Source: an optimization exercise on an open RTL-to-GDS flow (aim: small area). Production flows keep margins and buffers that such runs may drop. In this exercise RTL edits were held to simulation tests only and were not proved equivalent to the original. Power figures rest on the tool's default switching activity, not on a simulated workload.

run A:
==> flow/design.v (excerpt) <==
module registerfile (
    output wire [31:0] Rn_data,
    output wire [31:0] Rm_data,
    output wire [31:0] Rs_data,
    input wire [31:0] Rd_data,
    input wire [31:0] RdHi_data,
    input wire [3:0] Rn,
    input wire [3:0] Rm,
    input wire [3:0] Rs,
    input wire [3:0] Rd,
    input wire [3:0] RdHi,
    input wire [4:0] mode,
    input wire regWrite,
    input wire regHiWrite,
    input wire clk
);
function [5:0] mclass;   
    input [3:0] m;
    reg fiq, irq, svc, abt, und;
    begin
        fiq = m[0] & ~m[1];
        irq = m[1] & ~m[0];
        svc = m[1] & m[0] & ~m[2] & ~m[3];
        abt = m[2] & ~m[3];
        und = m[3] & ~m[2];
        mclass = {und, abt, svc, irq, fiq, ~(fiq | irq | svc | abt | und)};
    end
endfunction
function [30:0] phys;
    input [3:0] r;
    input [5:0] c;
    reg [15:0] d;
    begin
        d = 16'b1 << r;
        phys[7:0]   = d[7:0];
        phys[12:8]  = d[12:8] & {5{~c[1]}};
        phys[13]    = d[13] & c[0];
        phys[14]    = d[14] & c[0];
        phys[15]    = d[15];
        phys[22:16] = d[14:8] & {7{c[1]}};
        phys[24:23] = d[14:13] & {2{c[3]}};
        phys[26:25] = d[14:13] & {2{c[4]}};
        phys[28:27] = d[14:13] & {2{c[2]}};
        phys[30:29] = d[14:13] & {2{c[5]}};
    end
endfunction
wire [5:0]  wc = mclass(mode[3:0]);
wire [30:0] w1 = phys(Rd, wc) & {31{regWrite}};
wire [30:0] w2 = phys(RdHi, wc) & {31{regHiWrite}};
wire [30:0] w1n = ~w1;
wire [30:0] w2n = ~w2;
wire [30:0] wh = ~(w1 | w2);
reg  [991:0] Rq;
wire [991:0] Rq_nx;
genvar i, b;
generate
    for (i = 0; i < 31; i = i + 1) begin : g_reg
        for (b = 0; b < 32; b = b + 4) begin : g_w
  ...
make LEC_CHECK=0 CAP_MARGIN=10 CELL_PAD_IN_SITES_DETAIL_PLACEMENT=1 CELL_PAD_IN_SITES_GLOBAL_PLACEMENT=1 CORE_MARGIN=2 CORE_UTILIZATION=45 CTS_BUF_LIST=sky130_fd_sc_hd__clkbuf_4 CTS_CLUSTER_DIAMETER=30 CTS_CLUSTER_SIZE=8 SLEW_MARGIN=10 SYNTH_HIERARCHICAL=1 finish   # period 12.0 ns
run.sh (not shown) runs the stock make flow with config.mk's settings and CLKGATE_MAP_FILE= SYNTH_SCRIPT=/design/flow/synth_recipe.tcl, a recipe that flattens the netlist after the stock synthesis.
Changes in run B relative to run A:
- CTS_CLUSTER_DIAMETER removed (was 30)
- CTS_BUF_LIST removed (was sky130_fd_sc_hd__clkbuf_4)
- CTS_CLUSTER_SIZE removed (was 8)
==> flow/flow/run.sh (new file) <==
#!/bin/bash
set -euo pipefail
cd "$(dirname "$0")/.."
export BUFFER_PORTS_ARGS="-buffer_cell sky130_fd_sc_hd__buf_1"
export CTS_ARGS="-sink_clustering_enable -repair_clock_nets -dont_use_dummy_load -buf_list {sky130_fd_sc_hd__clkbuf_4} -sink_clustering_size 8 -sink_clustering_max_diameter 45"
bash standard.sh finish > flow_make.log 2>&1
==> flow/standard.sh (new file) <==
#!/bin/bash
# synth_recipe.tcl (not shown) runs the flow's synth.tcl, then flattens the netlist and writes it again
# the make line also repeats each setting of config.mk as NAME=value (left out here)
make -C /OpenROAD-flow-scripts/flow DESIGN_CONFIG=/design/flow/config.mk WORK_HOME=/design/flow/orfs CLKGATE_MAP_FILE= SYNTH_SCRIPT=/design/flow/synth_recipe.tcl "${@:-finish}"
removed: flow/run.sh
Results
In terms of headroom to the max-slew limit, run A and run B differ only marginally. Run B against run A: final-layout clock-cell area share down 4.6 points; number of clock sinks flat; layout overhead on the synthesized area down 8.7 points; post-placement cell area down 2.6%; proportion of cell area occupied by multi-input gates up 3.5 points. The total length of routed met2 wires in run B sits 3.7% below the value recorded for run A. Summary — sequential share of layout area, run B relative to run A: higher, by 3.0 points. Run B vs run A: largest net degree at the start of global routing down. Compared with run A, run B shows switching fraction of total power higher by 2.3 points. [run B] wire length of the first global-routing pass fell 2.1% relative to run A.
[inputs] run C vs run B
==> flow/flow/run.sh <==
#!/bin/bash
set -euo pipefail
cd "$(dirname "$0")/.."
export BUFFER_PORTS_ARGS="-buffer_cell sky130_fd_sc_hd__buf_1"
export CTS_ARGS="-sink_clustering_enable -repair_clock_nets -dont_use_dummy_load -buf_list {sky130_fd_sc_hd__clkbuf_4} -sink_clustering_size 8 -sink_clustering_max_diameter 30"
bash standard.sh finish > flow_make.log 2>&1
[summary]
- Sequential portion of the cell area: run C vs run B down 0.45 points
- Violation count after the first detailed-route iteration for run C: 491 up relative to run B
- Against run B as the reference, run C delivers a lower setup slack.
- Sort run C and run B by proportion of power drawn by the clock network, ascending, and run B comes first.
- Between run B and run C, the total length of routed met2 wires figures differ only marginally.
- Per the comparison of run C with run B, hold slack -0.0079 ns; global-route usage neither gained nor lost much.
- The share of total power in combinational logic number comes out lower for run C vs run B.

==> what the ideal ports hide <==
In the flow no input, the clock included, has a driving cell. The finished layouts below were timed again as built, in two steps.
Step 1, drivers: a clkbuf_16 drives clk and a buf_2 each remaining input, both assumed.
Step 2 times the ports against the registers' clock, not the clock port: input delays grow and output delays shrink by t, the midpoint of the rising clock arrivals with the driver on.
Three values: ideal, step 1, step 2; two values: the first two.
run | shift t [ns] | setup slack, ns | clock arrival spread, ns | worst slew at a driven data input, ns
run A | 1.250 | 4.017 / 3.941 / 5.192 | 0.085 / 0.085 | 0.05
run B | 1.177 | 4.711 / 4.638 / 5.815 | 0.129 / 0.129 | 0.05
run C | 1.249 | 4.519 / 4.445 / 5.694 | 0.142 / 0.142 | 0.05
After both steps setup and hold are still met in every run listed.
